This is an optimization exercise on Yosys and OpenROAD, whose aim is small area, not a production implementation. At most, simulation tests tie the RTL to the original design; equivalence was not proved. Only the layout flow was run in runs 1, 2, 4, 8 and 9; the RTL was not checked for function there. Power is estimated from default activity; no workload was simulated.

## flow/flow/run.sh

```bash
#!/bin/bash
# Standard layout, with these changes:
# - after floorplanning, the combinational logic is re-mapped for area
#   (restructure.tcl), with a library copy that leaves out the platform's
#   don't-use cells (filter_lib.py);
# - the port buffers are the smallest buffer (buf_1);
# - cells with timing slack to spare are downsized before detailed placement
#   (recover.tcl);
# - clock tree synthesis clusters up to 20 flip-flops per clkbuf_8, builds
#   the tree above them from clkbuf_4 and inserts no dummy loads.
# Each ORFS step logs to orfs/logs/; make's output goes to standard.log.
set -euo pipefail
mkdir -p rmp
python3 flow/filter_lib.py \
  "$FLOW_HOME/platforms/sky130hd/lib/sky130_fd_sc_hd__tt_025C_1v80.lib" \
  rmp/lib.lib 'lpflow|probe' > rmp/filter_lib.log 2>&1
bash standard.sh \
  POST_FLOORPLAN_TCL="$PWD/flow/restructure.tcl" \
  BUFFER_PORTS_ARGS="-buffer_cell sky130_fd_sc_hd__buf_1" \
  PRE_DETAIL_PLACE_TCL="$PWD/flow/recover.tcl" \
  CTS_ARGS="-sink_clustering_enable -repair_clock_nets -sink_clustering_size 20 -sink_clustering_max_diameter 70 -buf_list sky130_fd_sc_hd__clkbuf_8 -root_buf sky130_fd_sc_hd__clkbuf_4 -tree_buf sky130_fd_sc_hd__clkbuf_4 -dont_use_dummy_load" \
  finish > standard.log 2>&1
```

## flow/flow/filter_lib.py

```python
#!/usr/bin/env python3
"""Copy a Liberty file, leaving out the cells whose names match a pattern."""
import re, sys
src, dst, pat = sys.argv[1], sys.argv[2], re.compile(sys.argv[3])
text = open(src).read()
out = []
i = 0
cell = re.compile(r'\n(\s*)cell\s*\(\s*"?([\w]+)"?\s*\)\s*\{')
while True:
    m = cell.search(text, i)
    if not m:
        out.append(text[i:])
        break
    # find the end of this cell group by brace counting
    j = m.end()
    depth = 1
    while depth:
        c = text[j]
        if c == '{':
            depth += 1
        elif c == '}':
            depth -= 1
        j += 1
    out.append(text[i:m.start()])
    if not pat.search(m.group(2)):
        out.append(text[m.start():j])
    i = j
open(dst, 'w').write(''.join(out))
```

## flow/flow/recover.tcl

```tcl
# Downsize cells on paths with timing slack to spare (ORFS hook, sourced
# before detailed placement).
estimate_parasitics -placement
repair_timing -recover_power 100
```

## flow/flow/restructure.tcl

```tcl
# ORFS hook, sourced at the end of floorplanning: re-map the combinational
# logic for area with ABC (OpenROAD's restructure). ABC reads a copy of the
# platform's library without its don't-use cells, which run.sh writes to
# rmp/ in the work folder. Registers are not touched.
set work [file normalize [file join [file dirname [info script]] ..]]
set tiehi [join $::env(TIEHI_CELL_AND_PORT) /]
set tielo [join $::env(TIELO_CELL_AND_PORT) /]
report_design_area
restructure -target area -liberty_file $work/rmp/lib.lib \
  -tiehi_port $tiehi -tielo_port $tielo -work_dir $work/rmp \
  -abc_logfile $work/rmp/abc.log
report_design_area
```

## flow/standard.sh

```bash
#!/bin/bash
# synth_recipe.tcl (not shown) runs the flow's synth.tcl, then flattens the netlist and writes it again
# the make line also repeats each setting of config.mk as NAME=value (left out here)
make -C /OpenROAD-flow-scripts/flow DESIGN_CONFIG=/design/flow/config.mk WORK_HOME=/design/flow/orfs CLKGATE_MAP_FILE= SYNTH_SCRIPT=/design/flow/synth_recipe.tcl "${@:-finish}"
```

## flow/config.mk

```make
export PLATFORM = sky130hd
export DESIGN_NAME = spi_top
export DESIGN_NICKNAME = spi_top
export VERILOG_FILES = /design/flow/design.v
export SDC_FILE = /design/flow/constraint.sdc
export NUM_CORES = 4
export LEC_CHECK = 0
export CAP_MARGIN = 20
export CORE_MARGIN = 2
export CORE_UTILIZATION = 70
export SLEW_MARGIN = 20
```

## flow/constraint.sdc

```tcl
create_clock -name core_clock -period 8.0 [get_ports {clk}]
set_input_delay 1.6000 -clock core_clock [delete_from_list [all_inputs] [get_ports {clk}]]
set_output_delay 1.6000 -clock core_clock [all_outputs]
set_load 0.01 [all_outputs]
```

## flow/design.v

```verilog
module spi_top(
    input clk,rst,wr,
    input [7:0]din,addr,
    output done,err,
    output [7:0]dout
);
reg [127:0] ring0;
reg [127:0] ring1;
reg [3:0] ptr;
reg clr;
reg [4:0] cnt;
reg [7:0] cap;
wire ok  = (addr[7:5] == 3'd0);
wire hit = (ptr == addr[3:0]);
wire we  = wr & ok & hit;
wire [7:0] d0 = (we & ~addr[4]) ? din : (clr ? 8'd0 : ring0[127:120]);
wire [7:0] d1 = (we &  addr[4]) ? din : (clr ? 8'd0 : ring1[127:120]);
reg done_r, err_r;
assign done = done_r;
assign err  = err_r;
assign dout = cap;
always @(posedge clk) begin
    ring0 <= {ring0[119:0], d0};
    ring1 <= {ring1[119:0], d1};
    if (hit | ~ok)
        cap <= (wr | ~ok | clr) ? 8'd0 : (addr[4] ? ring1[127:120] : ring0[127:120]);
    if (rst) begin
        ptr <= 4'd0;
        clr <= 1'b1;
        cnt <= 5'd0;
        done_r <= 1'b0;
        err_r <= 1'b0;
    end
    else begin
        ptr <= ptr + 4'd1;
        if (ptr == 4'd15)
            clr <= 1'b0;
        cnt <= done_r ? 5'd1 : {cnt[3:0], ~(cnt[4] ^ cnt[2])};
        done_r <= ok ? (wr ? (cnt == 5'd13) : (cnt == 5'd26)) : (cnt == 5'd7);
        err_r <= ~ok & (cnt == 5'd7);
    end
end
endmodule
```

==> summary.txt, run 1 <==
Run status
  – Outcome: complete, no violations

Clocking
  – CTS buffer count: 17
  – Post_cts resized: 0
  – Clock Latency Late Sink: 0.58 ns
  – Hold-fix buffers at CTS: 0
  – Postcts setup bufs: 0
  – CTS clock-pin slew for the worst setup and hold paths: 0.11 ns
  – CTS Root Cell: clkbuf_4
  – CTS tree: done
  – H-tree Lvls: 1
  – CTS max path bufs: 3
  – Clock Sinks: 276

Global route
  – Initial antenna violation count: 0
  – Vias in the first global route: 2407
  – GRT met1 Usage: 23.5%
  – Gr busiest metal: met2
  – Met3 GRT Util: 4.04%
  – Total grt overflow: 0
  – First-pass GRT wire length: 12.1 mm
  – Largest net degree at the start of global routing: 21
  – Gr usage total: 16.0%
  – Grt met2 use: 23.8%

Pwr
  – Pleak: 2.53 nW
  – Power per Cell Area: 294 nW/um2
  – VDD IR max: 0.000228 V
  – Design Power: 1.93 mW

STA
  – Final cycle utilization of the critical path: 40.0%
  – Setup TNS: 0 ns
  – Final setup fails: 0
  – Hold_ws: 0.307 ns
  – Post-layout worst setup margin: 4.80 ns
  – Final count of pins violating max slew: 0
  – Max_slew headroom: 45.9%
  – RSZ-0062 raised after global routing: no
  – Fmax: 312 MHz
  – Fin crit period: 3.20 ns
  – Clk_skew: 0.0390 ns
  – Slew at the pin with the worst max-slew slack: 0.805 ns
  – Final Hold Fails: 0

Die
  – Initial Util: 72.3%
  – Die height: 98.9 um
  – Die span in x: 98.9 um
  – Core area: 8720 um2
  – Die area: 9780 um2
  – Boundary Pins: 29
  – Row count: 34

Routing
  – DRC viols: 0
  – Drt pass-1 iters: 4
  – Initial DRC count: 63
  – Drt total wl: 7.66 mm
  – Via-to-Cell Ratio: 4.94
  – Wire per inst: 15.2 um
  – Via count: 2487
  – Routed Antenna Nets: 0

Critical path
  – Cell Chain, Critical Path: buf_1 -> a2bb2oi_1 -> or4_1 -> nor4_1 -> clkbuf_1 -> clkinv_1 -> a32o_1
  – CP Data Arrival Time: 3.64 ns
  – Element type at the critical path start: input pin
  – Worst path slowest cell: or4_1
  – Critical path class: in -> reg
  – R2R setup slack: 5.43 ns
  – Top delay family on crit path: buffers and inverters
  – CP Max Fanout: 9
  – Crit path depth: 7
  – FF-to-FF End: ring1[1]$_DFF_P_
  – CP required: 8.44 ns
  – Critical path buffers and inverters: 3
  – RR Startpoint: ptr[1]$_SDFF_PP0_
  – Worst Setup EP: ring1[1]$_DFF_P_
  – Worst Reg-to-Reg Cells: 7
  – Nature of the critical path endpoint: flip-flop
  – CP peak stage delay: 0.58 ns
  – Critical Path Start: addr[0]

Placed design
  – Area post-placement: 6360 um2
  – # port buffers: 28
  – RD Place Congestion: 0.710
  – Placed cell count: 486
  – Dpl ws: 4.26 ns
  – DP HPWL: 4.95 mm

Finish
  – Design area: 6570 um2
  – Nets: 416
  – Finished Layout Cells: 503
  – Fillers: 515
  – Inserted Diodes: 0
  – Post-layout util: 75.4%
  – Layout cells sized above 1: 4.30%
  – Layout area overhead: 4.27%

Synth
  – Post-synthesis cell count: 368
  – Main synth FF type: dfxtp_1
  – Ranking of synthesized cells by area: dfxtp_1, edfxtp_1, mux2_4
  – Syn Nets: 388
  – Mapped Area: 6300 um2
  – Async SR Flop Fraction: 0%
  – EDFF count, synth: 8
  – Top cells by count, synth: dfxtp_1, nor2_1, nor2b_1
  – Distinct cells, synth: 25
  – FF+latch count, synth: 276
  – Avg Inst Size Synth: 17.1 um2
  – Post-synth top area share: 85.1%
  – Post-synth top area cell: dfxtp_1
  – Sequential-to-total area share from yosys stat: 88.9%
  – Count leader, synth: dfxtp_1
  – Ys Warns: 1

Flow run
  – Max-cap viol count: 0

Worst hold path
  – HP Class: reg -> reg
-- cell families after synthesis --
kind of cell / synth area share (%)
AO/OA/AOI/OAI: 0.318
flip-flops: 88.9
adder cells (fa/ha/maj): 0.198
buffers and inverters: 0.437
XOR/XNOR: 0.973
AND/OR/NAND/NOR: 4.53
multiplexers: 4.61
-- power breakdown --
| group | total, mW | switching (mW) | internal [mW] |
|---|---|---|---|
| combinational | 0.0164 | 0.0103 | 0.00604 |
| clock | 0.526 | 0.351 | 0.175 |
| sequential | 1.39 | 0.00274 | 1.38 |
-- cell usage in the layout (no fill, tap or decap) --
master / count
nor2_1: 5
a22oi_1: 1
nor3_1: 5
o221a_1: 8
a32o_1: 16
clkbuf_1: 3
or2_0: 1
clkbuf_4: 3
buf_1: 27
a2bb2oi_1: 2
o2bb2ai_1: 2
a41o_1: 1
o21ai_0: 2
clkinv_1: 16
nand2_1: 1
a21oi_1: 2
nand4_1: 1
o21a_1: 1
nand3_1: 2
or4_1: 1
a221oi_1: 1
nor2b_1: 1
nor4_1: 2
clkbuf_8: 14
dfxtp_1: 268
a211oi_1: 1
edfxtp_1: 8
-- layer usage --
metal	part of all wire, %	up-vias
met5	0	-
met1	50	1149
met3	5.4	21
met4	2.5	0
met2	43	68
li1	-	1249
-- worst min-delay path by stage --
stage	slack, ns	end	startpoint	cells after the start
final	0.31	ring0[99]$_DFF_P_	ring0[91]$_DFF_P_	0
after global routing	0.31	ring0[99]$_DFF_P_	ring0[91]$_DFF_P_	0
after CTS	0.29	ring0[99]$_DFF_P_	ring0[91]$_DFF_P_	0
after detailed placement	0.31	ring0[34]$_DFF_P_	ring0[26]$_DFF_P_	0
after global placement	0.31	ring0[122]$_DFF_P_	ring0[114]$_DFF_P_	0
after floorplan	0.31	ring0[100]$_DFF_P_	ring0[92]$_DFF_P_	0
-- flip-flops by register name, indices dropped and copies added, names as in the netlist --
register and count:
clr 1, ring0 128, ring1 128, cap 8
done_r 1, ptr 4, err_r 1, cnt 5
-- final cells by class --
cell class	instances	area, um2	share of cell area [%]
tap	108	135	2.06
clock buffer	17	215	3.27
sequential	276	5610	85.3
inverter	16	60.1	0.914
timing repair buffer	30	113	1.71
multi-input combinational	56	443	6.74
==> run 2: changes to the inputs <==
--- a/flow/design.v
+++ b/flow/design.v
@@ -13,5 +13,5 @@
 wire ok  = (addr[7:5] == 3'd0);
 wire hit = (ptr == addr[3:0]);
-wire we  = wr & ok & hit;
+wire we  = wr & ok & hit & (cnt != 5'd0);
 wire [7:0] d0 = (we & ~addr[4]) ? din : (clr ? 8'd0 : ring0[127:120]);
 wire [7:0] d1 = (we &  addr[4]) ? din : (clr ? 8'd0 : ring1[127:120]);
==> run 2 against run 1 <==
Effect of this change:
- first-iteration DRC count increased by 86%
- via count up 1.7%
- critical endpoint is now ring0[6]$_DFF_P_
- sequential power about the same
- cell count grew 0.60%
- synthesized area down 0.16%
- clock skew rose by 0.0033 ns
- highest routed layer unchanged
- fmax is 3.2% lower
- still clean
- wire length grew 2.9%
- critical path depth rose by 1
- largest cell class unchanged
==> summary.txt, run 2 <==
Routing
  – Initial DRC count: 117
  – Via-to-Cell Ratio: 5.00
  – Wire per inst: 15.6 um
  – DRC viols: 0
  – Drt total wl: 7.88 mm
  – Routed Antenna Nets: 0
  – Via count: 2529
  – Drt pass-1 iters: 4

Worst hold path
  – HP Class: reg -> reg
  – Worst hold start: ring1[11]$_DFF_P_
  – Hold path endpoint: ring1[19]$_DFF_P_
  – WHS Path Cells: 0

Pwr
  – Pleak: 2.52 nW
  – Reg power frac: 71.7%
  – Clk pwr share: 27.4%
  – VDD IR max: 0.000238 V
  – P_int: 1.57 mW
  – Power per Cell Area: 294 nW/um2
  – Sw Share: 19.1%
  – Comb power frac: 0.9%
  – NetSw: 370 uW

Clocking
  – Hold-fix buffers at CTS: 0
  – H-tree Lvls: 1
  – Clock Latency Late Sink: 0.59 ns
  – Postcts setup bufs: 0
  – Clock Sinks: 276
  – CTS clock-pin slew for the worst setup and hold paths: 0.11 ns
  – CTS Root Cell: clkbuf_4
  – Post_cts resized: 0
  – CTS max path bufs: 3
  – CTS buffer count: 17
  – CTS tree: done

STA
  – Setup TNS: 0 ns
  – Final cycle utilization of the critical path: 41.3%
  – Clk_skew: 0.0423 ns
  – Final Hold Fails: 0
  – Slew at the pin with the worst max-slew slack: 0.878 ns
  – Final count of pins violating max slew: 0
  – Fmax: 302 MHz
  – Final setup fails: 0
  – RSZ-0062 raised after global routing: no
  – Max_slew headroom: 41.0%
  – Fin crit period: 3.31 ns
  – Post-layout worst setup margin: 4.69 ns

Synth
  – Top cells by count, synth: dfxtp_1, nor2b_1, mux2_2, nor2_1
  – Distinct cells, synth: 27
  – Avg Inst Size Synth: 17.1 um2
  – Main synth FF type: dfxtp_1
  – Syn Nets: 389
  – Count leader, synth: dfxtp_1
  – Sequential-to-total area share from yosys stat: 89.1%
  – Ranking of synthesized cells by area: dfxtp_1, edfxtp_1, mux2_2
  – Mapped Area: 6290 um2
  – Post-synthesis cell count: 369
  – Ys Warns: 1
  – Post-synth top area cell: dfxtp_1
  – FF+latch count, synth: 276
  – Post-synth top area share: 85.3%
  – Async SR Flop Fraction: 0%
  – EDFF count, synth: 8

Placed design
  – # port buffers: 28
  – DP HPWL: 4.95 mm
  – Dpl ws: 4.13 ns
  – RD Place Congestion: 0.820

Run status
  – Outcome: complete, no violations

Die
  – Initial Util: 72.2%
  – Core area: 8720 um2
  – Die span in x: 98.8 um
  – Boundary Pins: 29
  – Die height: 98.8 um
  – Row count: 34
  – Die area: 9760 um2

Critical path
  – Element type at the critical path start: input pin
  – CP Max Fanout: 9
  – Nature of the critical path endpoint: flip-flop
  – RR Startpoint: ptr[2]$_SDFF_PP0_
  – R2R setup slack: 5.65 ns
  – CP Data Arrival Time: 3.76 ns
  – FF-to-FF End: ring0[6]$_DFF_P_
  – Worst Reg-to-Reg Cells: 7
  – Critical path class: in -> reg
  – Critical Path Start: addr[5]
  – CP required: 8.46 ns

Finish
  – Most frequent cells in the layout: dfxtp_1, buf_1, a32o_1, clkinv_1, clkbuf_8
  – Most common cell after layout, fill and taps aside: dfxtp_1
  – Post-layout util: 75.6%
  – Layout cells sized above 1: 4.28%
  – Layout area overhead: 4.71%
  – Top flop regs: ring0: 128 flops, ring1: 128 flops, cap: 8 flops
  – Nets: 418
  – Fillers: 540

Global route
  – Gr usage total: 16.6%
  – Initial antenna violation count: 1
  – Total grt overflow: 0
  – Vias in the first global route: 2496
  – First-pass GRT wire length: 12.7 mm
  – Largest net degree at the start of global routing: 21

Flow run
  – Max-cap viol count: 0
-- run 2: critical path, stage by stage --
cell      delay, ns
buf_1          0.07
nor3_1         0.32
clkinv_1       0.17
or3_1          0.39
nor4_1         0.18
clkbuf_1       0.36
clkinv_1       0.33
a32o_1         0.34
-- run 2: worst max path at each step --
stage,to,cells past startpoint
global route,ring0[6]$_DFF_P_,8
floorplan,ring0[0]$_DFF_P_,4
detailed placement,ring0[7]$_DFF_P_,8
CTS,ring0[6]$_DFF_P_,8
finish,ring0[6]$_DFF_P_,8
global placement,ring0[7]$_DFF_P_,8
-- run 2: cell families after synthesis --
group | share of synthesized area, %
buf+inv | 0.437
fa+ha+maj | 0.199
flops | 89.1
compound gates | 0.438
xor+xnor | 0.974
mux | 4.14
simple gates | 4.73
-- run 2: metal layers --
metal  global-route usage, %  wire length (um)
met4                    6.32               215
met1                    23.7              3800
met2                    25.3              3490
met5                       0                 0
met3                    3.76               375
-- run 2: power groups by stage --
stage	Combinational [mW]	Sequential (mW)	Clock [mW]
6_report	0.0174	1.39	0.530
4_1_cts	0.0174	1.39	0.550
3_5_place_dp	0.0174	1.42	0
2_1_floorplan	0.0103	1.42	0
3_3_place_gp	0.0169	1.42	0
5_1_grt	0.0197	1.39	0.593
-- run 2: metrics by stage --
stage,total power [mW],hold slack [ns],cell area [um2],std cells
after floorplan,1.43,0.310,6290,369
after global placement,1.44,0.311,6380,488
after detailed placement,1.44,0.312,6370,488
after CTS,1.96,0.319,6590,505
after global routing,2.00,0.315,6590,506
final,1.94,0.305,6590,506
-- run 2: layout make-up --
type / count / area, um2 / share of cell area [%]
flip-flops and latches: 276 / 5610 / 85.1
multi-input cells: 58 / 458 / 6.95
clock buffers: 17 / 215 / 3.27
well taps: 108 / 135 / 2.05
repair buffers: 30 / 113 / 1.71
inverters: 16 / 60.1 / 0.912
diodes: 1 / 2.50 / 0.0380
==> run 3: changes to the inputs <==
--- a/flow/design.v
+++ b/flow/design.v
@@ -13,5 +13,5 @@
 wire ok  = (addr[7:5] == 3'd0);
 wire hit = (ptr == addr[3:0]);
-wire we  = wr & ok & hit & (cnt != 5'd0);
+wire we  = wr & ok & hit;
 wire [7:0] d0 = (we & ~addr[4]) ? din : (clr ? 8'd0 : ring0[127:120]);
 wire [7:0] d1 = (we &  addr[4]) ? din : (clr ? 8'd0 : ring1[127:120]);
@@ -36,7 +36,7 @@
         if (ptr == 4'd15)
             clr <= 1'b0;
-        cnt <= done_r ? 5'd1 : {cnt[3:0], ~(cnt[4] ^ cnt[2])};
-        done_r <= ok ? (wr ? (cnt == 5'd13) : (cnt == 5'd26)) : (cnt == 5'd7);
-        err_r <= ~ok & (cnt == 5'd7);
+        cnt <= done_r ? 5'd1 : cnt + 5'd1;
+        done_r <= ok ? (wr ? (cnt == 5'd22) : (cnt == 5'd23)) : (cnt == 5'd3);
+        err_r <= ~ok & (cnt == 5'd3);
     end
 end
==> run 3 against run 2 <==
Effect of this change:
- largest power group unchanged
- via count down 0.51%
- largest cell class unchanged
- global-route usage down 0.50 points
- first-iteration DRC count down 64%
- clock skew down 0.0075 ns
- register-to-register slack worse by 0.20 ns
- critical path type unchanged
- critical path depth down 2
==> summary.txt, run 3 <==
Pwr
  – Comb power frac: 0.9%
  – Pleak: 2.54 nW
  – P_int: 1.57 mW
  – NetSw: 364 uW
  – VDD IR max: 0.000261 V
  – Clk pwr share: 27.1%
  – Sw Share: 18.8%
  – Power per Cell Area: 293 nW/um2
  – Reg power frac: 71.9%

Routing
  – Drt pass-1 iters: 4
  – Drt total wl: 7.59 mm
  – DRC viols: 0
  – Via count: 2516
  – Via-to-Cell Ratio: 4.98
  – Initial DRC count: 42
  – Routed Antenna Nets: 0
  – Wire per inst: 15.0 um

Die
  – Row count: 34
  – Boundary Pins: 29
  – Die height: 99.2 um
  – Initial Util: 72.3%
  – Die span in x: 99.2 um
  – Die area: 9830 um2
  – Core area: 8760 um2

Critical path
  – Critical Path Start: addr[4]
  – Critical path buffers and inverters: 4
  – Crit path depth: 6
  – CP Max Fanout: 10
  – Worst path slowest cell: clkinv_1
  – CP peak stage delay: 0.38 ns
  – Cell Chain, Critical Path: clkbuf_1 -> clkinv_1 -> nor4_1 -> clkbuf_1 -> clkinv_1 -> a32o_1
  – Nature of the critical path endpoint: flip-flop
  – Element type at the critical path start: input pin
  – CP Data Arrival Time: 3.66 ns
  – Top delay family on crit path: buffers and inverters
  – RR Startpoint: ptr[1]$_SDFF_PP0_
  – R2R setup slack: 5.45 ns
  – Worst Reg-to-Reg Cells: 7
  – Critical path class: in -> reg
  – CP required: 8.45 ns

STA
  – Final cycle utilization of the critical path: 40.1%
  – Setup TNS: 0 ns
  – Max_slew headroom: 39.2%
  – Fin crit period: 3.21 ns
  – Final Hold Fails: 0
  – Fmax: 312 MHz
  – Slew at the pin with the worst max-slew slack: 0.904 ns
  – RSZ-0062 raised after global routing: no
  – Final count of pins violating max slew: 0
  – Clk_skew: 0.0348 ns
  – Final setup fails: 0

Synth
  – Ranking of synthesized cells by area: dfxtp_1, edfxtp_1, mux2_4
  – FF+latch count, synth: 276
  – Main synth FF type: dfxtp_1
  – Top cells by count, synth: dfxtp_1, nor2b_1, nor2_1
  – Ys Warns: 1
  – Syn Nets: 390
  – Mapped Area: 6340 um2
  – Async SR Flop Fraction: 0%
  – Post-synthesis cell count: 369
  – EDFF count, synth: 8
  – Distinct cells, synth: 27
  – Post-synth top area share: 84.6%
  – Sequential-to-total area share from yosys stat: 88.4%
  – Count leader, synth: dfxtp_1
  – Avg Inst Size Synth: 17.2 um2
  – Post-synth top area cell: dfxtp_1

Finish
  – Top flop regs: ring0: 128 flops, ring1: 128 flops, cap: 8 flops
  – Nets: 418
  – Layout cells sized above 1: 4.28%
  – Design area: 6590 um2
  – Most frequent cells in the layout: dfxtp_1, buf_1, a32o_1, clkinv_1, clkbuf_8
  – Finished Layout Cells: 505
  – Most common cell after layout, fill and taps aside: dfxtp_1
  – Layout area overhead: 3.99%
  – Post-layout util: 75.2%
  – Inserted Diodes: 0

Placed design
  – Placed cell count: 488
  – # port buffers: 28
  – RD Place Congestion: 0.750
  – Area post-placement: 6380 um2
  – DP HPWL: 4.87 mm

Clocking
  – Post_cts resized: 0
  – Postcts setup bufs: 0
  – CTS buffer count: 17
  – CTS Root Cell: clkbuf_4
  – Clock Sinks: 276
  – Clock Latency Late Sink: 0.59 ns
  – H-tree Lvls: 1
  – CTS clock-pin slew for the worst setup and hold paths: 0.11 ns
  – Hold-fix buffers at CTS: 0
  – CTS tree: done
  – CTS max path bufs: 3

Global route
  – Total grt overflow: 0
  – Gr usage total: 16.1%
  – Vias in the first global route: 2458
  – First-pass GRT wire length: 12.1 mm
  – Initial antenna violation count: 0
  – Largest net degree at the start of global routing: 21

Flow run
  – Max-cap viol count: 0

Worst hold path
  – Worst hold start: ring0[77]$_DFF_P_
  – HP Class: reg -> reg
  – WHS Path Cells: 0

Run status
  – Outcome: complete, no violations
run 3: cell types whose count changed after synthesis, moves of 2 or more:
cell | before | now
and2_1 | 4 | 0
mux2_2 | 16 | 8
mux2_4 | 0 | 8
nand2_1 | 5 | 3
nand3_1 | 2 | 4
nor2_1 | 16 | 12
nor3_1 | 0 | 5
nor4b_1 | 2 | 0
xor2_1 | 1 | 4
run 3: layout make-up:
class                           count  area, um2
Multi-Input combinational cell     58        464
Inverter                           16       60.1
Tap cell                          108        135
Sequential cell                   276       5610
Timing Repair Buffer               30        113
Fill cell                         534       2170
Clock buffer                       17        215
run 3: path summary, 6_finish.rpt:
check	endpoint
worst max register to register	ring1[2]$_DFF_P_
worst min register to register	ring0[85]$_DFF_P_
worst min-delay path	ring0[85]$_DFF_P_
worst max-delay path	ring1[2]$_DFF_P_
run 3: power groups by stage:
stage | sequential, mW | combinational, mW | clock, mW
after global routing | 1.39 | 0.0200 | 0.593
final | 1.39 | 0.0179 | 0.523
after detailed placement | 1.42 | 0.0180 | 0
after global placement | 1.42 | 0.0176 | 0
after floorplan | 1.42 | 0.0109 | 0
after CTS | 1.39 | 0.0180 | 0.544
run 3: cell families (layout without fill, tap and decap cells):
| logic type | Yosys count | in the layout | synth area share [%] |
|---|---|---|---|
| adder cells (fa/ha/maj) | 2 | 0 | 0.395 |
| AND/OR/NAND/NOR | 48 | 20 | 4.36 |
| XOR/XNOR | 10 | 0 | 1.38 |
| multiplexers | 24 | 0 | 4.58 |
| flip-flops | 276 | 276 | 88.4 |
| buffers and inverters | 6 | 63 | 0.493 |
| AO/OA/AOI/OAI | 3 | 38 | 0.375 |
run 3: routing by layer:
| layer | global-route usage (%) | vias to the layer above | routed length [um] |
|---|---|---|---|
| li1 | - | 1269 | - |
| met3 | 3.58 | 16 | 391 |
| met4 | 6.22 | 0 | 233 |
| met2 | 24.3 | 53 | 3310 |
| met1 | 23.2 | 1178 | 3660 |
| met5 | 0 | - | 0 |
run 3: metrics by stage:
step                      hold WS (ns)  power, mW  setup slack, ns
after floorplan                  0.310       1.43             5.12
after detailed placement         0.312       1.44             4.23
after global routing             0.320       2.00             4.63
after CTS                        0.316       1.95             4.82
after global placement           0.310       1.44             4.53
final                            0.313       1.93             4.79
==> run 4: changes to the inputs <==
--- a/flow/design.v
+++ b/flow/design.v
@@ -11,10 +11,12 @@
 reg [4:0] cnt;
 reg [7:0] cap;
-wire ok  = (addr[7:5] == 3'd0);
-wire hit = (ptr == addr[3:0]);
-wire we  = wr & ok & hit;
+reg done_r, err_r;
+localparam [4:0] C3 = 5'd6, C22 = 5'd2, C23 = 5'd4;
+wire ok     = (addr[7:5] == 3'd0);
+wire done_n = ok ? (wr ? (cnt == C22) : (cnt == C23)) : (cnt == C3);
+wire hit    = (ptr == addr[3:0]);
+wire we     = wr & ok & hit & (cnt != 5'd0);
 wire [7:0] d0 = (we & ~addr[4]) ? din : (clr ? 8'd0 : ring0[127:120]);
 wire [7:0] d1 = (we &  addr[4]) ? din : (clr ? 8'd0 : ring1[127:120]);
-reg done_r, err_r;
 assign done = done_r;
 assign err  = err_r;
@@ -33,10 +35,10 @@
     end
     else begin
-        ptr <= ptr + 4'd1;
-        if (ptr == 4'd15)
+        ptr <= {ptr[2:0], ptr[3] ^ ptr[2] ^ (ptr[2:0] == 3'd0)};
+        if (ptr == 4'b1000)
             clr <= 1'b0;
-        cnt <= done_r ? 5'd1 : cnt + 5'd1;
-        done_r <= ok ? (wr ? (cnt == 5'd22) : (cnt == 5'd23)) : (cnt == 5'd3);
-        err_r <= ~ok & (cnt == 5'd3);
+        cnt <= done_n ? 5'd0 : {cnt[3:0], ~(cnt[4] ^ cnt[1])};
+        done_r <= done_n;
+        err_r <= ~ok & (cnt == C3);
     end
 end
==> run 4 against run 3 <==
Effect of this change:
- count of clock-buffer cells in the layout did not move
- synthesized area rose by 0.16%
- sequential cell count did not move
- core utilization fell by 0.24 points
- still clean on timing, DRC and antenna
- cell count fell by 0.40%
- critical path type unchanged
- non-clock buffer count rose by 1
==> summary.txt, run 4 <==
Run status
  – Outcome: complete, no violations

Critical path
  – Nature of the critical path endpoint: flip-flop
  – CP Data Arrival Time: 3.99 ns
  – CP required: 8.46 ns
  – CP Max Fanout: 10
  – Critical path class: in -> reg
  – Element type at the critical path start: input pin

Finish
  – Seq. cell area: 5610 um2
  – Inserted Diodes: 0
  – Layout cells sized above 1: 4.56%
  – Layout area overhead: 3.49%
  – Finished Layout Cells: 503
  – Multi-input gate area: 445 um2
  – Design area: 6570 um2
  – Fillers: 553
  – Most frequent cells in the layout: dfxtp_1, buf_1, a32o_1
  – Most common cell after layout, fill and taps aside: dfxtp_1
  – Nets: 416
  – Top flop regs: ring0: 128 flops, ring1: 128 flops, cap: 8 flops

Die
  – Initial Util: 72.5%
  – Die span in x: 99.2 um
  – Boundary Pins: 29
  – Die height: 99.2 um
  – Die area: 9850 um2
  – Row count: 34
  – Core area: 8760 um2

Synth
  – Synth Area in Simple Gates: 5.66%
  – Post-synth top area share: 84.5%
  – Mapped Area: 6350 um2
  – Synth Area in Compound Gates: 0.532%
  – FF+latch count, synth: 276
  – Ys Warns: 1
  – Async SR Flop Fraction: 0%
  – Main synth FF type: dfxtp_1
  – Post-synthesis cell count: 368
  – EDFF count, synth: 8
  – Distinct cells, synth: 29
  – Mux share of post-synthesis cell area: 4.10%
  – Count leader, synth: dfxtp_1
  – Sequential-to-total area share from yosys stat: 88.3%
  – Post-synth top area cell: dfxtp_1
  – Post-Synth Adder-Cell Area: 0.197%
  – Avg Inst Size Synth: 17.3 um2
  – Synth Area in XOR/XNOR: 0.828%
  – Ranking of synthesized cells by area: dfxtp_1, edfxtp_1, mux2_2
  – Largest family of logic cells by synthesized area: simple AND/OR/NAND/NOR gates
  – Syn Nets: 388
  – Top cells by count, synth: dfxtp_1, mux2_2, nor2b_1

Routing
  – Routed Antenna Nets: 0
  – Wire per inst: 15.5 um
  – Initial DRC count: 105
  – DRC viols: 0
  – Via count: 2515
  – Drt total wl: 7.77 mm
  – Via-to-Cell Ratio: 5.00
  – Drt pass-1 iters: 4

Placed design
  – Area post-placement: 6350 um2
  – # port buffers: 28
  – DP HPWL: 4.76 mm
  – RD Place Congestion: 0.798
  – Placed cell count: 485

STA
  – Final setup fails: 0
  – Slew at the pin with the worst max-slew slack: 0.805 ns
  – Fmax: 283 MHz
  – Final cycle utilization of the critical path: 44.2%
  – Clk_skew: 0.0238 ns
  – Final Hold Fails: 0
  – Hold_ws: 0.319 ns
  – RSZ-0062 raised after global routing: no
  – Final count of pins violating max slew: 0
  – Fin crit period: 3.54 ns
  – Setup TNS: 0 ns
  – Max_slew headroom: 46.3%

Clocking
  – Postcts setup bufs: 0
  – Clock Sinks: 276
  – CTS buffer count: 17
  – CTS tree: done
  – CTS max path bufs: 3
  – CTS clock-pin slew for the worst setup and hold paths: 0.11 ns
  – CTS Root Cell: clkbuf_4
  – H-tree Lvls: 1
  – Hold-fix buffers at CTS: 0
  – Clock Latency Late Sink: 0.57 ns
  – Post_cts resized: 0

Global route
  – Vias in the first global route: 2531
  – First-pass GRT wire length: 12.6 mm
  – Initial antenna violation count: 0
  – Gr usage total: 16.6%
  – Largest net degree at the start of global routing: 21
  – Total grt overflow: 0

Pwr
  – Power per Cell Area: 294 nW/um2
  – Comb power frac: 1.0%
  – Reg power frac: 71.7%
  – Sw Share: 19.0%
  – Clk pwr share: 27.2%
  – P_int: 1.57 mW
  – NetSw: 367 uW
  – VDD IR max: 0.000214 V
  – Pleak: 2.54 nW

Worst hold path
  – HP Class: reg -> reg

Flow run
  – Max-cap viol count: 0
-- run 4: routing by layer --
layer  vias to the layer above  global-route usage (%)  part of all wire (%)
met2                        45                    25.6                    45
met4                         0                    6.53                   2.2
met1                      1199                    23.5                    49
li1                       1254                       -                     -
met3                        17                    3.65                   4.1
met5                         -                       0                     0
-- run 4: final timing paths --
kind	from	to	depth (start not counted)	slack [ns]
worst max register to register	ptr[1]$_SDFF_PP0_	ring1[3]$_DFF_P_	8	5.43
worst min-delay path	ring0[41]$_DFF_P_	ring0[49]$_DFF_P_	0	0.32
worst min register to register	ring0[41]$_DFF_P_	ring0[49]$_DFF_P_	0	0.32
worst max-delay path	addr[4]	ring1[3]$_DFF_P_	6	4.46
-- run 4: critical path, cell delays in order --
cell and delay [ns]:
clkbuf_1 0.45, clkinv_1 0.49, nor4_1 0.34, clkbuf_1 0.40, clkinv_1 0.36, a32o_1 0.35
-- run 4: cells by family (layout without fill, tap and decap cells) --
family / Yosys count / in the layout
DFF: 276 / 276
AOI/OAI and AO/OA: 5 / 36
buffers and inverters: 5 / 62
muxes: 24 / 0
and+or+nand+nor: 51 / 21
adders and majority gates: 1 / 0
xor gates and xnor gates: 6 / 0
-- run 4: stage by stage --
stage / total power [mW] / setup slack, ns / util (%)
2_1_floorplan: 1.45 / 5.07 / -
3_3_place_gp: 1.44 / 4.32 / 72.6
3_5_place_dp: 1.44 / 3.96 / 72.5
4_1_cts: 1.95 / 4.58 / 74.9
5_1_grt: 2.00 / 4.38 / 75.0
6_report: 1.93 / 4.46 / 75.0
-- run 4: layout make-up --
type | count | area share, %
sequential | 276 | 85.3
tap | 108 | 2.06
clock buffer | 17 | 3.27
inverter | 14 | 0.800
multi-input combinational | 57 | 6.78
timing repair buffer | 31 | 1.79
-- run 4: power groups by stage --
stage                     registers (mW)  logic (mW)  clock network (mW)
after floorplan                     1.42      0.0218                   0
after global placement              1.42      0.0188                   0
after detailed placement            1.42      0.0193                   0
after CTS                           1.39      0.0193               0.543
after global routing                1.39      0.0217               0.591
final                               1.39      0.0195               0.527
==> run 5: changes to the inputs <==
--- a/flow/design.v
+++ b/flow/design.v
@@ -35,6 +35,6 @@
     end
     else begin
-        ptr <= {ptr[2:0], ptr[3] ^ ptr[2] ^ (ptr[2:0] == 3'd0)};
-        if (ptr == 4'b1000)
+        ptr <= ptr + 4'd1;
+        if (ptr == 4'd15)
             clr <= 1'b0;
         cnt <= done_n ? 5'd0 : {cnt[3:0], ~(cnt[4] ^ cnt[1])};
==> run 5 against run 4 <==
Effect of this change:
- clock skew fell by 0.0053 ns
- via count is 3.2% lower
- sequential cell count unchanged
- die area barely moved
- clock power barely moved
- wire length shrank 3.6%
- non-clock buffer count down 1
- fmax up 9.3%
- first-iteration DRC count decreased by 70%
- sequential power hardly changed
- power shrank 0.11%
- count of clock-buffer cells in the layout stayed put
- largest power group unchanged
==> summary.txt, run 5 <==
Pwr
  – Power per Cell Area: 294 nW/um2
  – Reg power frac: 71.8%
  – Clk pwr share: 27.3%
  – Comb power frac: 0.9%
  – P_int: 1.56 mW
  – Design Power: 1.93 mW
  – Sw Share: 19.0%
  – VDD IR max: 0.000248 V
  – NetSw: 367 uW
  – Pleak: 2.53 nW

STA
  – Setup TNS: 0 ns
  – Hold_ws: 0.315 ns
  – Post-layout worst setup margin: 4.76 ns
  – Max_slew headroom: 39.1%
  – Fmax: 309 MHz
  – Clk_skew: 0.0185 ns
  – Slew at the pin with the worst max-slew slack: 0.907 ns
  – Fin crit period: 3.24 ns
  – Final setup fails: 0
  – Final count of pins violating max slew: 0
  – Final Hold Fails: 0
  – Final cycle utilization of the critical path: 40.5%
  – RSZ-0062 raised after global routing: no

Routing
  – Wire per inst: 15.0 um
  – Routed Antenna Nets: 0
  – Initial DRC count: 32
  – Via-to-Cell Ratio: 4.87
  – Via count: 2434
  – Drt total wl: 7.49 mm
  – Drt pass-1 iters: 4
  – DRC viols: 0

Finish
  – Layout area overhead: 3.45%
  – Top flop regs: ring0: 128 flops, ring1: 128 flops, cap: 8 flops
  – Most frequent cells in the layout: dfxtp_1, buf_1, a32o_1
  – Fillers: 550
  – Layout cells sized above 1: 4.34%
  – Most common cell after layout, fill and taps aside: dfxtp_1
  – Inserted Diodes: 0
  – Design area: 6560 um2
  – Nets: 413

Synth
  – Async SR Flop Fraction: 0%
  – Count leader, synth: dfxtp_1
  – Post-synth top area cell: dfxtp_1
  – EDFF count, synth: 8
  – Ys Warns: 1
  – Distinct cells, synth: 32
  – Top cells by count, synth: dfxtp_1, nor2b_1, mux2_2
  – Ranking of synthesized cells by area: dfxtp_1, edfxtp_1, mux2_2
  – FF+latch count, synth: 276
  – Sequential-to-total area share from yosys stat: 88.3%
  – Syn Nets: 387
  – Avg Inst Size Synth: 17.3 um2
  – Mapped Area: 6340 um2
  – Post-synth top area share: 84.6%
  – Post-synthesis cell count: 367
  – Main synth FF type: dfxtp_1

Global route
  – Total grt overflow: 0
  – Largest net degree at the start of global routing: 21
  – Gr usage total: 15.6%
  – First-pass GRT wire length: 11.9 mm
  – Initial antenna violation count: 0
  – Vias in the first global route: 2360

Critical path
  – CP Max Fanout: 10
  – RR Startpoint: ptr[0]$_SDFF_PP0_
  – R2R setup slack: 5.56 ns
  – Nature of the critical path endpoint: flip-flop
  – Worst Setup EP: ring1[3]$_DFF_P_
  – Worst Reg-to-Reg Cells: 7
  – CP required: 8.47 ns
  – Element type at the critical path start: input pin
  – Critical Path Start: addr[4]
  – FF-to-FF End: ring1[3]$_DFF_P_
  – CP Data Arrival Time: 3.71 ns
  – Critical path class: in -> reg

Die
  – Die span in x: 99.2 um
  – Row count: 34
  – Boundary Pins: 29
  – Die area: 9840 um2
  – Die height: 99.2 um
  – Initial Util: 72.4%
  – Core area: 8760 um2

Clocking
  – CTS clock-pin slew for the worst setup and hold paths: 0.11 ns
  – CTS max path bufs: 3
  – CTS Root Cell: clkbuf_4
  – Clock Sinks: 276
  – CTS buffer count: 17
  – Postcts setup bufs: 0
  – Clock Latency Late Sink: 0.57 ns
  – H-tree Lvls: 1
  – Post_cts resized: 0
  – CTS tree: done
  – Hold-fix buffers at CTS: 0

Flow run
  – Max-cap viol count: 0

Placed design
  – Dpl ws: 4.19 ns
  – DP HPWL: 4.74 mm
  – # port buffers: 28
  – Area post-placement: 6350 um2
  – RD Place Congestion: 0.823

Worst hold path
  – HP Class: reg -> reg
  – Worst hold start: ring1[71]$_DFF_P_

Run status
  – Outcome: complete, no violations
-- run 5: cell count changes in the layout (fill, tap and decap cells not counted), sizes merged --
| cell | delta |
|---|---|
| nor3 | -1 |
| o2bb2ai | -1 |
| clkbuf | -1 |
| xor2 | +1 |
| nor3b | +1 |
| nand3 | +1 |
| a211oi | +2 |
| and3 | -1 |
| a221oi | +1 |
| clkinv | -2 |
| nor4b | -1 |
| o22ai | -1 |
| o21ai | -1 |
-- run 5: cell families after synthesis --
logic type      after synthesis  synth area share (%)
mux                          24                  4.10
compound gates                5                 0.769
simple gates                 50                  5.36
flops                       276                  88.3
xor+xnor                      7                 0.966
buf+inv                       4                 0.256
fa+ha+maj                     1                 0.197
-- run 5: area by class of cell --
type | count | area (um2) | area share [%]
Tap cell | 108 | 135 | 2.06
Multi-Input combinational cell | 57 | 450 | 6.86
Clock buffer | 17 | 215 | 3.28
Sequential cell | 276 | 5610 | 85.4
Timing Repair Buffer | 30 | 113 | 1.72
Inverter | 12 | 45.0 | 0.686
-- run 5: routing by layer --
layer,share of wire [%],GRT usage [%]
met2,42,22.8
met1,52,23.5
met4,2.5,5.27
met3,3.7,3.44
met5,0,0
-- run 5: power by group through the flow --
stage / logic (mW) / registers, mW / clock network [mW]
after floorplan: 0.0140 / 1.42 / 0
after global placement: 0.0165 / 1.42 / 0
after detailed placement: 0.0167 / 1.42 / 0
after CTS: 0.0167 / 1.39 / 0.545
after global routing: 0.0187 / 1.39 / 0.590
final: 0.0167 / 1.39 / 0.528
-- run 5: per-stage QoR --
stage | util (%) | std cells
4_1_cts | 74.9 | 500
3_3_place_gp | 72.5 | 483
6_report | 74.9 | 500
5_1_grt | 74.9 | 500
2_1_floorplan | - | 367
3_5_place_dp | 72.4 | 483
-- run 5: worst max-delay path, stage by stage --
cell,delay (ns)
clkbuf_1,0.36
clkinv_1,0.38
nor4_1,0.29
clkbuf_1,0.39
clkinv_1,0.34
a32o_1,0.35
-- run 5: how the worst min path moves through the flow --
| stage | endpoint | slack [ns] | cells past startpoint |
|---|---|---|---|
| final | ring1[79]$_DFF_P_ | 0.31 | 0 |
| after global routing | ring1[90]$_DFF_P_ | 0.32 | 0 |
| after CTS | ring1[114]$_DFF_P_ | 0.30 | 0 |
| after detailed placement | ring0[113]$_DFF_P_ | 0.31 | 0 |
| after global placement | ring0[122]$_DFF_P_ | 0.31 | 0 |
| after floorplan | ring0[100]$_DFF_P_ | 0.31 | 0 |
==> run 6: changes to the inputs <==
--- a/flow/config.mk
+++ b/flow/config.mk
@@ -8,4 +8,4 @@
 export CAP_MARGIN = 20
 export CORE_MARGIN = 2
-export CORE_UTILIZATION = 70
+export CORE_UTILIZATION = 80
 export SLEW_MARGIN = 20
==> run 6 against run 5 <==
Effect of this change:
- the flow now stops in 4_1_cts
- synthesized cell count did not move
- synthesized area did not move
==> summary.txt, run 6 <==
Clocking
  – CTS max path bufs: 3
  – Clock Sinks: 276
  – Hold-fix buffers at CTS: 0
  – Post_cts resized: 0
  – Postcts setup bufs: 0
  – CTS Root Cell: clkbuf_4
  – H-tree Lvls: 1
  – CTS buffer count: 17

Synth
  – Post-synth top area share: 84.6%
  – FF+latch count, synth: 276
  – Async SR Flop Fraction: 0%
  – Avg Inst Size Synth: 17.3 um2
  – Post-synth top area cell: dfxtp_1
  – Top cells by count, synth: dfxtp_1, nor2b_1, mux2_2
  – Distinct cells, synth: 32
  – EDFF count, synth: 8
  – Post-synthesis cell count: 367
  – Ys Warns: 1
  – Main synth FF type: dfxtp_1
  – Syn Nets: 387
  – Mapped Area: 6340 um2
  – Ranking of synthesized cells by area: dfxtp_1, edfxtp_1, mux2_2
  – Count leader, synth: dfxtp_1
  – Sequential-to-total area share from yosys stat: 88.3%

Die
  – Die height: 93.1 um
  – Die span in x: 93.1 um
  – Row count: 32
  – Initial Util: 82.5%
  – Boundary Pins: 29

Placed design
  – DP HPWL: 6.34 mm
  – RD Place Congestion: 0.829
  – # port buffers: 28

Run status
  – Outcome: did not finish
  – Exit stage: 4_1_cts
  – Stop err: [ERROR DPL-0033] detailed placement checks failed during check placement.
## run 6: cell counts after synthesis
Identical to the previous run, type by type.
## run 6: worst max path at each step
stage	from	to	slack [ns]	cells past startpoint
after floorplan	addr[2]	cap[0]$_SDFFCE_PP0P_	5.08	3
after global placement	addr[0]	ring1[0]$_DFF_P_	4.60	8
after detailed placement	addr[0]	ring1[3]$_DFF_P_	4.11	8
## run 6: logic make-up after synthesis
family / share of synthesized area [%]
buf+inv: 0.256
compound gates: 0.769
fa+ha+maj: 0.197
flops: 88.3
simple gates: 5.36
mux: 4.10
xor+xnor: 0.966
## run 6: per-stage QoR
stage          std cells  hold slack [ns]  util (%)  area [um2]  setup slack [ns]
3_5_place_dp         477            0.312      82.5        6340              4.11
2_1_floorplan        367            0.310         -        6340              5.08
3_3_place_gp         477            0.310      82.6        6350              4.60
## run 6: power by group through the flow
stage,sequential (mW),combinational (mW),clock [mW]
2_1_floorplan,1.42,0.0140,0
3_3_place_gp,1.42,0.0162,0
3_5_place_dp,1.42,0.0183,0
==> run 7: changes to the inputs <==
--- a/flow/flow/restructure.tcl
+++ b/flow/flow/restructure.tcl
@@ -7,6 +7,9 @@
 set tielo [join $::env(TIELO_CELL_AND_PORT) /]
 report_design_area
-restructure -target area -liberty_file $work/rmp/lib.lib \
-  -tiehi_port $tiehi -tielo_port $tielo -work_dir $work/rmp \
-  -abc_logfile $work/rmp/abc.log
-report_design_area
+# a second pass still finds a little
+foreach pass {1 2} {
+  restructure -target area -liberty_file $work/rmp/lib.lib \
+    -tiehi_port $tiehi -tielo_port $tielo -work_dir $work/rmp \
+    -abc_logfile $work/rmp/abc$pass.log
+  report_design_area
+}
--- a/flow/config.mk
+++ b/flow/config.mk
@@ -8,4 +8,4 @@
 export CAP_MARGIN = 20
 export CORE_MARGIN = 2
-export CORE_UTILIZATION = 80
+export CORE_UTILIZATION = 70
 export SLEW_MARGIN = 20
==> run 7 against run 6 <==
Effect of this change:
- synthesized area did not move
- synthesized cell count did not move
- the run now finishes clean
==> summary.txt, run 7 <==
Routing
  – Drt total wl: 7.46 mm
  – Drt pass-1 iters: 5
  – DRC viols: 0
  – Initial DRC count: 150
  – DR top layer: met4
  – Met2 Wirelength: 3.20 mm
  – Wire per inst: 14.9 um
  – Met3 Wirelength: 330 um
  – Via count: 2456
  – Routed Antenna Nets: 0
  – DRT met1 WL: 3.80 mm
  – Via-to-Cell Ratio: 4.89

Pwr
  – Reg power frac: 72.0%
  – Power per Cell Area: 294 nW/um2
  – Comb power frac: 0.9%
  – P_int: 1.57 mW
  – Design Power: 1.93 mW
  – Clk pwr share: 27.1%
  – Sw Share: 18.8%
  – Pleak: 2.53 nW
  – VDD IR max: 0.000217 V
  – NetSw: 362 uW

STA
  – Hold_ws: 0.309 ns
  – Clk_skew: 0.0319 ns
  – Final cycle utilization of the critical path: 42.5%
  – Fin crit period: 3.40 ns
  – Fmax: 294 MHz
  – Slew at the pin with the worst max-slew slack: 1.06 ns
  – RSZ-0062 raised after global routing: no
  – Max_slew headroom: 28.6%
  – Setup TNS: 0 ns
  – Final Hold Fails: 0
  – Final setup fails: 0
  – Final count of pins violating max slew: 0

Die
  – Core area: 8760 um2
  – Die span in x: 99.2 um
  – Row count: 34
  – Die area: 9840 um2
  – Initial Util: 72.4%
  – Boundary Pins: 29
  – Die height: 99.2 um

Synth
  – Post-synth top area share: 84.6%
  – Post-synth top area cell: dfxtp_1
  – Async SR Flop Fraction: 0%
  – Distinct cells, synth: 32
  – Mapped Area: 6340 um2
  – Ys Warns: 1
  – Post-synthesis cell count: 367
  – Syn Nets: 387
  – Ranking of synthesized cells by area: dfxtp_1, edfxtp_1, mux2_2
  – Sequential-to-total area share from yosys stat: 88.3%
  – FF+latch count, synth: 276
  – Main synth FF type: dfxtp_1
  – Top cells by count, synth: dfxtp_1, nor2b_1, mux2_2
  – Avg Inst Size Synth: 17.3 um2
  – EDFF count, synth: 8
  – Count leader, synth: dfxtp_1

Global route
  – Initial antenna violation count: 0
  – Largest net degree at the start of global routing: 21
  – Vias in the first global route: 2401
  – Total grt overflow: 0
  – First-pass GRT wire length: 11.8 mm
  – Gr usage total: 15.4%

Flow run
  – Max-cap viol count: 0

Clocking
  – H-tree Lvls: 1
  – CTS max path bufs: 3
  – Clock Latency Late Sink: 0.56 ns
  – Postcts setup bufs: 0
  – Hold-fix buffers at CTS: 0
  – CTS buffer count: 17
  – CTS clock-pin slew for the worst setup and hold paths: 0.11 ns
  – Clock Sinks: 276
  – CTS tree: done
  – Post_cts resized: 0
  – CTS Root Cell: clkbuf_4

Finish
  – Top flop regs: ring0: 128 flops, ring1: 128 flops, cap: 8 flops
  – Most frequent cells in the layout: dfxtp_1, buf_1, a32o_1
  – Layout area overhead: 3.49%
  – Inserted Diodes: 0
  – Most common cell after layout, fill and taps aside: dfxtp_1
  – Layout cells sized above 1: 4.31%
  – Fillers: 526
  – Nets: 415

Critical path
  – CP Data Arrival Time: 3.84 ns
  – Element type at the critical path start: input pin
  – CP required: 8.44 ns
  – Critical path class: in -> reg
  – Worst path slowest cell: clkinv_1
  – Nature of the critical path endpoint: flip-flop
  – CP Max Fanout: 10
  – CP peak stage delay: 0.44 ns
  – Cell Chain, Critical Path: clkbuf_1 -> clkinv_1 -> nor4_1 -> clkbuf_1 -> clkinv_1 -> a32o_1

Placed design
  – DP HPWL: 4.63 mm
  – # port buffers: 28
  – RD Place Congestion: 0.732

Worst hold path
  – HP Class: reg -> reg

Run status
  – Outcome: complete, no violations
-- run 7: cell counts after synthesis --
No cell type changed its count.
-- run 7: layer usage --
metal / vias up / track usage, %
met3: 12 / 3.30
met5: - / 0
met2: 51 / 23.3
met4: 0 / 4.74
met1: 1140 / 22.8
li1: 1253 / -
-- run 7: kinds of logic (layout without fill, tap and decap cells) --
family                   count (synthesis)  after routing  synth area share (%)
flip-flops                             276            276                  88.3
AND/OR/NAND/NOR                         50             21                  5.36
multiplexers                            24              0                  4.10
XOR/XNOR                                 7              0                 0.966
AO/OA/AOI/OAI                            5             37                 0.769
buffers and inverters                    4             60                 0.256
adder cells (fa/ha/maj)                  1              0                 0.197
-- run 7: through the flow --
step                setup slack, ns  cells  util (%)  area [um2]
floorplan                      5.08    367         -        6340
global placement               4.43    485      72.6        6360
detailed placement             4.02    485      72.5        6350
CTS                            4.68    502      74.9        6570
global route                   4.51    502      74.9        6570
finish                         4.60    502      74.9        6570
-- run 7: cell type report --
class / instances / area (um2) / area share, %
Clock buffer: 17 / 215 / 3.28
Inverter: 13 / 48.8 / 0.743
Multi-Input combinational cell: 58 / 449 / 6.84
Sequential cell: 276 / 5610 / 85.4
Tap cell: 108 / 135 / 2.06
Timing Repair Buffer: 30 / 113 / 1.71
-- run 7: path summary, 6_finish.rpt --
check	cells after the start	end	slack [ns]	startpoint
min reg2reg	0	ring1[103]$_DFF_P_	0.31	ring1[95]$_DFF_P_
max	6	ring1[2]$_DFF_P_	4.60	addr[4]
max reg2reg	7	ring0[6]$_DFF_P_	5.45	ptr[0]$_SDFF_PP0_
min	0	ring1[103]$_DFF_P_	0.31	ring1[95]$_DFF_P_
-- run 7: power by group through the flow --
| stage | logic (mW) | clock network, mW | registers (mW) |
|---|---|---|---|
| after detailed placement | 0.0176 | 0 | 1.42 |
| after CTS | 0.0175 | 0.543 | 1.39 |
| after global placement | 0.0169 | 0 | 1.42 |
| after floorplan | 0.0140 | 0 | 1.42 |
| final | 0.0174 | 0.523 | 1.39 |
| after global routing | 0.0193 | 0.588 | 1.39 |
-- run 7: worst max-delay path: cells and delay by family --
family	cells	cell delay [ns]
AO/OA/AOI/OAI	1	0.34
buffers and inverters	4	1.58
AND/OR/NAND/NOR	1	0.32
==> run 8: changes to the inputs <==
--- a/flow/design.v
+++ b/flow/design.v
@@ -12,5 +12,5 @@
 reg [7:0] cap;
 reg done_r, err_r;
-localparam [4:0] C3 = 5'd6, C22 = 5'd2, C23 = 5'd4;
+localparam [4:0] C3 = 5'd7, C22 = 5'd13, C23 = 5'd26;
 wire ok     = (addr[7:5] == 3'd0);
 wire done_n = ok ? (wr ? (cnt == C22) : (cnt == C23)) : (cnt == C3);
@@ -35,8 +35,8 @@
     end
     else begin
-        ptr <= ptr + 4'd1;
-        if (ptr == 4'd15)
+        ptr <= {ptr[2:0], ptr[3] ^ ptr[2] ^ (ptr[2:0] == 3'd0)};
+        if (ptr == 4'b1000)
             clr <= 1'b0;
-        cnt <= done_n ? 5'd0 : {cnt[3:0], ~(cnt[4] ^ cnt[1])};
+        cnt <= done_n ? 5'd0 : {cnt[3:0], ~(cnt[4] ^ cnt[2])};
         done_r <= done_n;
         err_r <= ~ok & (cnt == C3);
==> run 8 against run 7 <==
Effect of this change:
- die area shrank 0.21%
- non-clock buffer count shrank 2
- synthesized cell count grew 1.1%
- sequential share of layout area shrank 0.097 points
- global-route usage is essentially flat
- still clean on timing, DRC and antenna
- count of clock-buffer cells in the layout is the same
- clock skew shrank 0.013 ns
==> summary.txt, run 8 <==
Synth
  – Mapped Area: 6330 um2
  – Ys Warns: 1
  – Top cells by count, synth: dfxtp_1, nor2b_1, mux2_2
  – Sequential-to-total area share from yosys stat: 88.5%
  – Main synth FF type: dfxtp_1
  – Ranking of synthesized cells by area: dfxtp_1, edfxtp_1, mux2_2
  – EDFF count, synth: 8
  – Post-synth top area share: 84.7%
  – Avg Inst Size Synth: 17.1 um2
  – Async SR Flop Fraction: 0%
  – Post-synth top area cell: dfxtp_1
  – Count leader, synth: dfxtp_1
  – Distinct cells, synth: 32
  – FF+latch count, synth: 276
  – Post-synthesis cell count: 371
  – Syn Nets: 391

STA
  – Final count of pins violating max slew: 0
  – Slew at the pin with the worst max-slew slack: 0.985 ns
  – Final cycle utilization of the critical path: 45.1%
  – Fmax: 277 MHz
  – Clk_skew: 0.0193 ns
  – Hold_ws: 0.310 ns
  – Final Hold Fails: 0
  – Max_slew headroom: 33.8%
  – Final setup fails: 0
  – Fin crit period: 3.61 ns
  – RSZ-0062 raised after global routing: no
  – Post-layout worst setup margin: 4.39 ns
  – Setup TNS: 0 ns

Pwr
  – Power per Cell Area: 294 nW/um2
  – Pleak: 2.54 nW
  – VDD IR max: 0.000200 V

Clocking
  – Clock Sinks: 276
  – CTS buffer count: 17
  – Hold-fix buffers at CTS: 0
  – Postcts setup bufs: 0
  – CTS clock-pin slew for the worst setup and hold paths: 0.11 ns
  – CTS Root Cell: clkbuf_4
  – CTS max path bufs: 3
  – CTS tree: done
  – Post_cts resized: 0
  – H-tree Lvls: 1
  – Clock Latency Late Sink: 0.55 ns

Global route
  – Gr usage total: 15.5%
  – First-pass GRT wire length: 11.7 mm
  – Largest net degree at the start of global routing: 21
  – Vias in the first global route: 2360
  – Total grt overflow: 0
  – Initial antenna violation count: 0

Routing
  – Drt total wl: 7.49 mm
  – Met3 Wirelength: 311 um
  – Met2 Wirelength: 3.06 mm
  – DRC viols: 0
  – Wire per inst: 14.9 um
  – DR top layer: met4
  – DRT met1 WL: 3.84 mm
  – Via count: 2525
  – Initial DRC count: 165
  – Drt pass-1 iters: 4
  – Via-to-Cell Ratio: 5.03
  – Routed Antenna Nets: 0

Finish
  – Inserted Diodes: 0
  – Top flop regs: ring0: 128 flops, ring1: 128 flops, cap: 8 flops
  – Most frequent cells in the layout: dfxtp_1, buf_1, a32o_1
  – Fillers: 546
  – Layout cells sized above 1: 4.57%
  – Nets: 415
  – Design area: 6570 um2
  – Layout area overhead: 3.83%
  – Most common cell after layout, fill and taps aside: dfxtp_1

Placed design
  – # port buffers: 28
  – Area post-placement: 6350 um2
  – RD Place Congestion: 0.836
  – Dpl ws: 3.86 ns
  – DP HPWL: 4.61 mm

Critical path
  – Cell Chain, Critical Path: buf_1 -> a2bb2oi_1 -> or4_1 -> nor3_1 -> clkinv_1 -> a32o_1
  – Critical path class: in -> reg
  – CP Max Fanout: 9
  – Worst path slowest cell: nor3_1
  – CP Data Arrival Time: 4.07 ns
  – CP required: 8.45 ns
  – Element type at the critical path start: input pin
  – Nature of the critical path endpoint: flip-flop
  – CP peak stage delay: 0.78 ns

Worst hold path
  – HP Class: reg -> reg

Run status
  – Outcome: complete, no violations

Die
  – Die area: 9820 um2
  – Die span in x: 99.1 um
  – Boundary Pins: 29
  – Core area: 8760 um2
  – Initial Util: 72.2%
  – Row count: 34
  – Die height: 99.1 um

Flow run
  – Max-cap viol count: 0
==> run 8: cells by family after synthesis <==
group | Yosys count | synth area share, %
simple gates | 56 | 5.59
buf+inv | 4 | 0.257
mux | 24 | 4.11
flops | 276 | 88.5
compound gates | 4 | 0.474
fa+ha+maj | 1 | 0.198
xor+xnor | 6 | 0.830
==> run 8: worst paths after layout <==
path	cells after the start	endpoint	slack, ns	startpoint
setup / recovery	6	ring1[0]$_DFF_P_	4.39	addr[1]
hold / removal	0	ring0[113]$_DFF_P_	0.31	ring0[105]$_DFF_P_
setup reg to reg	6	ring1[0]$_DFF_P_	5.08	ptr[3]$_SDFF_PP0_
hold reg to reg	0	ring0[113]$_DFF_P_	0.31	ring0[105]$_DFF_P_
==> run 8: area by class of cell <==
cell class	instances	area, um2	share of cell area [%]
repair buffers	28	105	1.60
clock buffers	17	215	3.27
multi-input cells	63	475	7.23
well taps	108	135	2.06
inverters	10	37.5	0.571
flip-flops and latches	276	5610	85.3
==> run 8: routing by layer <==
layer,up-vias,global-route usage [%]
li1,1258,-
met1,1194,23.2
met2,45,21.6
met3,28,3.79
met4,0,6.95
met5,-,0
==> run 8: power breakdown <==
group          switching [mW]  internal (mW)
logic                  0.0120        0.00690
clock network           0.349          0.175
registers             0.00354           1.38
total                   0.365           1.57
==> run 8: critical path: cells and delay by family <==
kind | cells | cell delay (ns)
and+or+nand+nor | 2 | 1.37
buffers and inverters | 2 | 0.58
AOI/OAI and AO/OA | 2 | 0.52
==> run 8: through the flow <==
step,power (mW),util [%],std cells
floorplan,1.44,-,371
global placement,1.44,72.5,485
detailed placement,1.44,72.5,485
CTS,1.95,75.0,502
global route,2.00,75.0,502
finish,1.93,75.0,502
==> run 9: changes to the inputs <==
--- a/flow/design.v
+++ b/flow/design.v
@@ -12,5 +12,5 @@
 reg [7:0] cap;
 reg done_r, err_r;
-localparam [4:0] C3 = 5'd7, C22 = 5'd13, C23 = 5'd26;
+localparam [4:0] C3 = 5'd6, C22 = 5'd2, C23 = 5'd4;
 wire ok     = (addr[7:5] == 3'd0);
 wire done_n = ok ? (wr ? (cnt == C22) : (cnt == C23)) : (cnt == C3);
@@ -19,4 +19,8 @@
 wire [7:0] d0 = (we & ~addr[4]) ? din : (clr ? 8'd0 : ring0[127:120]);
 wire [7:0] d1 = (we &  addr[4]) ? din : (clr ? 8'd0 : ring1[127:120]);
+wire cap_en = hit | ~ok;
+wire cap_rd = cap_en & ~(wr | ~ok | clr);
+wire cap_s0 = cap_rd & ~addr[4];
+wire cap_s1 = cap_rd &  addr[4];
 assign done = done_r;
 assign err  = err_r;
@@ -25,6 +29,5 @@
     ring0 <= {ring0[119:0], d0};
     ring1 <= {ring1[119:0], d1};
-    if (hit | ~ok)
-        cap <= (wr | ~ok | clr) ? 8'd0 : (addr[4] ? ring1[127:120] : ring0[127:120]);
+    cap <= (cap & {8{~cap_en}}) | (ring0[127:120] & {8{cap_s0}}) | (ring1[127:120] & {8{cap_s1}});
     if (rst) begin
         ptr <= 4'd0;
@@ -38,5 +41,5 @@
         if (ptr == 4'b1000)
             clr <= 1'b0;
-        cnt <= done_n ? 5'd0 : {cnt[3:0], ~(cnt[4] ^ cnt[2])};
+        cnt <= done_n ? 5'd0 : {cnt[3:0], ~(cnt[4] ^ cnt[1])};
         done_r <= done_n;
         err_r <= ~ok & (cnt == C3);
--- a/flow/flow/restructure.tcl
+++ b/flow/flow/restructure.tcl
@@ -7,9 +7,6 @@
 set tielo [join $::env(TIELO_CELL_AND_PORT) /]
 report_design_area
-# a second pass still finds a little
-foreach pass {1 2} {
-  restructure -target area -liberty_file $work/rmp/lib.lib \
-    -tiehi_port $tiehi -tielo_port $tielo -work_dir $work/rmp \
-    -abc_logfile $work/rmp/abc$pass.log
-  report_design_area
-}
+restructure -target area -liberty_file $work/rmp/lib.lib \
+  -tiehi_port $tiehi -tielo_port $tielo -work_dir $work/rmp \
+  -abc_logfile $work/rmp/abc.log
+report_design_area
==> run 9 against run 8 <==
Effect of this change:
- sequential cell count stayed put
- wire length is 4.6% higher
- final area is 0.44% lower
- register-to-register slack worse by 0.21 ns
- worst hold slack worse by 0.020 ns
- fmax is 8.0% lower
- non-clock buffer count stayed put
- worst setup slack worse by 0.31 ns
- critical path type unchanged
- critical endpoint is now ring0[0]$_DFF_P_
- largest power group unchanged
==> summary.txt, run 9 <==
Synth
  – Ys Warns: 1
  – Top cells by count, synth: dfxtp_1, nor2b_1, nand2_1
  – Post-synth top area cell: dfxtp_1
  – Avg Inst Size Synth: 16.0 um2
  – Synth Area in XOR/XNOR: 0.825%
  – Post-synth top area share: 86.7%
  – Synth Area in Simple Gates: 6.11%
  – Distinct cells, synth: 28
  – Largest family of logic cells by synthesized area: simple AND/OR/NAND/NOR gates
  – Syn Nets: 417
  – Mapped Area: 6370 um2
  – FF+latch count, synth: 276
  – Sequential-to-total area share from yosys stat: 86.7%
  – Post-Synth Adder-Cell Area: 0.196%
  – Post-synthesis cell count: 397
  – Async SR Flop Fraction: 0%
  – Ranking of synthesized cells by area: dfxtp_1, nor2b_1, mux2_4
  – Mux share of post-synthesis cell area: 4.56%
  – Main synth FF type: dfxtp_1
  – Count leader, synth: dfxtp_1
  – EDFF count, synth: 0
  – Synth Area in Compound Gates: 0.923%

Die
  – Core area: 8760 um2
  – Die area: 9880 um2
  – Die span in x: 99.4 um
  – Die height: 99.4 um
  – Initial Util: 72.7%
  – Boundary Pins: 29
  – Row count: 34

Pwr
  – NetSw: 362 uW
  – VDD IR max: 0.000212 V
  – Comb power frac: 1.0%
  – Reg power frac: 71.8%
  – Pleak: 2.48 nW
  – Power per Cell Area: 294 nW/um2
  – P_int: 1.56 mW
  – Sw Share: 18.8%
  – Clk pwr share: 27.2%

STA
  – Final count of pins violating max slew: 0
  – Slew at the pin with the worst max-slew slack: 1.09 ns
  – Final Hold Fails: 0
  – Max_slew headroom: 27.0%
  – Clk_skew: 0.0612 ns
  – Setup TNS: 0 ns
  – RSZ-0062 raised after global routing: no
  – Fmax: 255 MHz
  – Fin crit period: 3.92 ns
  – Final setup fails: 0
  – Final cycle utilization of the critical path: 49.0%

Clocking
  – CTS Root Cell: clkbuf_4
  – CTS tree: done
  – Postcts setup bufs: 0
  – Hold-fix buffers at CTS: 0
  – CTS buffer count: 17
  – Post_cts resized: 0
  – CTS max path bufs: 3
  – Clock Sinks: 276
  – Clock Latency Late Sink: 0.59 ns
  – CTS clock-pin slew for the worst setup and hold paths: 0.11 ns
  – H-tree Lvls: 1

Routing
  – Via count: 2574
  – Wire per inst: 15.2 um
  – DRC viols: 0
  – Initial DRC count: 166
  – Drt total wl: 7.84 mm
  – Routed Antenna Nets: 0
  – Drt pass-1 iters: 6
  – Via-to-Cell Ratio: 5.01

Flow run
  – Max-cap viol count: 0

Critical path
  – Nature of the critical path endpoint: flip-flop
  – Cell Chain, Critical Path: buf_1 -> a2bb2oi_1 -> nor4_1 -> o31ai_1 -> nor3_1 -> clkinv_1 -> a32o_1
  – Critical path class: in -> reg
  – CP peak stage delay: 0.86 ns
  – CP Max Fanout: 9
  – Top delay family on crit path: simple AND/OR/NAND/NOR gates
  – Element type at the critical path start: input pin
  – CP required: 8.46 ns
  – Critical path buffers and inverters: 2
  – CP Data Arrival Time: 4.38 ns
  – Worst path slowest cell: nor3_1

Finish
  – Layout area overhead: 2.75%
  – Most common cell after layout, fill and taps aside: dfxtp_1
  – Top flop regs: ring0: 128 flops, ring1: 128 flops, cap: 8 flops
  – Layout cells sized above 1: 4.19%
  – Inserted Diodes: 0
  – Most frequent cells in the layout: dfxtp_1, buf_1, clkinv_1
  – Finished Layout Cells: 514
  – Nets: 427
  – Design area: 6550 um2
  – Post-layout util: 74.7%

Global route
  – Initial antenna violation count: 0
  – First-pass GRT wire length: 12.5 mm
  – Vias in the first global route: 2560
  – Total grt overflow: 0
  – Largest net degree at the start of global routing: 21
  – Gr usage total: 16.5%

Placed design
  – # port buffers: 28
  – Area post-placement: 6330 um2
  – DP HPWL: 4.93 mm
  – Placed cell count: 497
  – RD Place Congestion: 0.884

Run status
  – Outcome: complete, no violations

Worst hold path
  – HP Class: reg -> reg
## run 9: metal layers
layer	global-route usage, %	vias to the layer above	wire length, um
li1	-	1293	-
met1	23.2	1194	3860
met2	24.8	66	3340
met3	3.51	21	380
met4	7.69	0	248
met5	0	-	0
## run 9: power by group through the flow
| stage | Sequential (mW) | Combinational [mW] | Clock, mW |
|---|---|---|---|
| 2_1_floorplan | 1.41 | 0.0206 | 0 |
| 3_3_place_gp | 1.41 | 0.0192 | 0 |
| 3_5_place_dp | 1.41 | 0.0199 | 0 |
| 4_1_cts | 1.38 | 0.0199 | 0.546 |
| 5_1_grt | 1.38 | 0.0222 | 0.594 |
| 6_report | 1.38 | 0.0201 | 0.522 |
## run 9: final timing paths
path	to	depth (start not counted)	start	slack [ns]
min reg2reg	ring0[115]$_DFF_P_	0	ring0[107]$_DFF_P_	0.29
max reg2reg	ring0[0]$_DFF_P_	6	ptr[0]$_SDFF_PP0_	4.87
min	ring0[115]$_DFF_P_	0	ring0[107]$_DFF_P_	0.29
max	ring0[0]$_DFF_P_	7	addr[0]	4.08
## run 9: layout make-up
cell class,count,area (um2)
tap,108,135
clock buffer,17,215
timing repair buffer,28,105
inverter,18,67.6
fill,527,2220
multi-input combinational,67,497
sequential,276,5530
## run 9: logic make-up after synthesis
| group | after synthesis |
|---|---|
| AO/OA/AOI/OAI | 11 |
| flip-flops | 276 |
| buffers and inverters | 10 |
| multiplexers | 24 |
| XOR/XNOR | 6 |
| adder cells (fa/ha/maj) | 1 |
| AND/OR/NAND/NOR | 69 |
## run 9: through the flow
stage	worst slack [ns]	hold slack [ns]	power (mW)
after floorplan	4.80	0.310	1.44
after global placement	3.63	0.310	1.43
after detailed placement	3.62	0.312	1.43
after CTS	4.18	0.275	1.95
after global routing	3.90	0.305	2.00
final	4.08	0.290	1.92

Re-timed with assumed drivers on the ports (clkbuf_16 on the clock, buf_2 on other inputs), run 9 has 4.085 ns of setup slack against 4.076 ns with ideal ports, and 3.494 ns once port delays also move by the mid clock arrival of 0.591 ns.
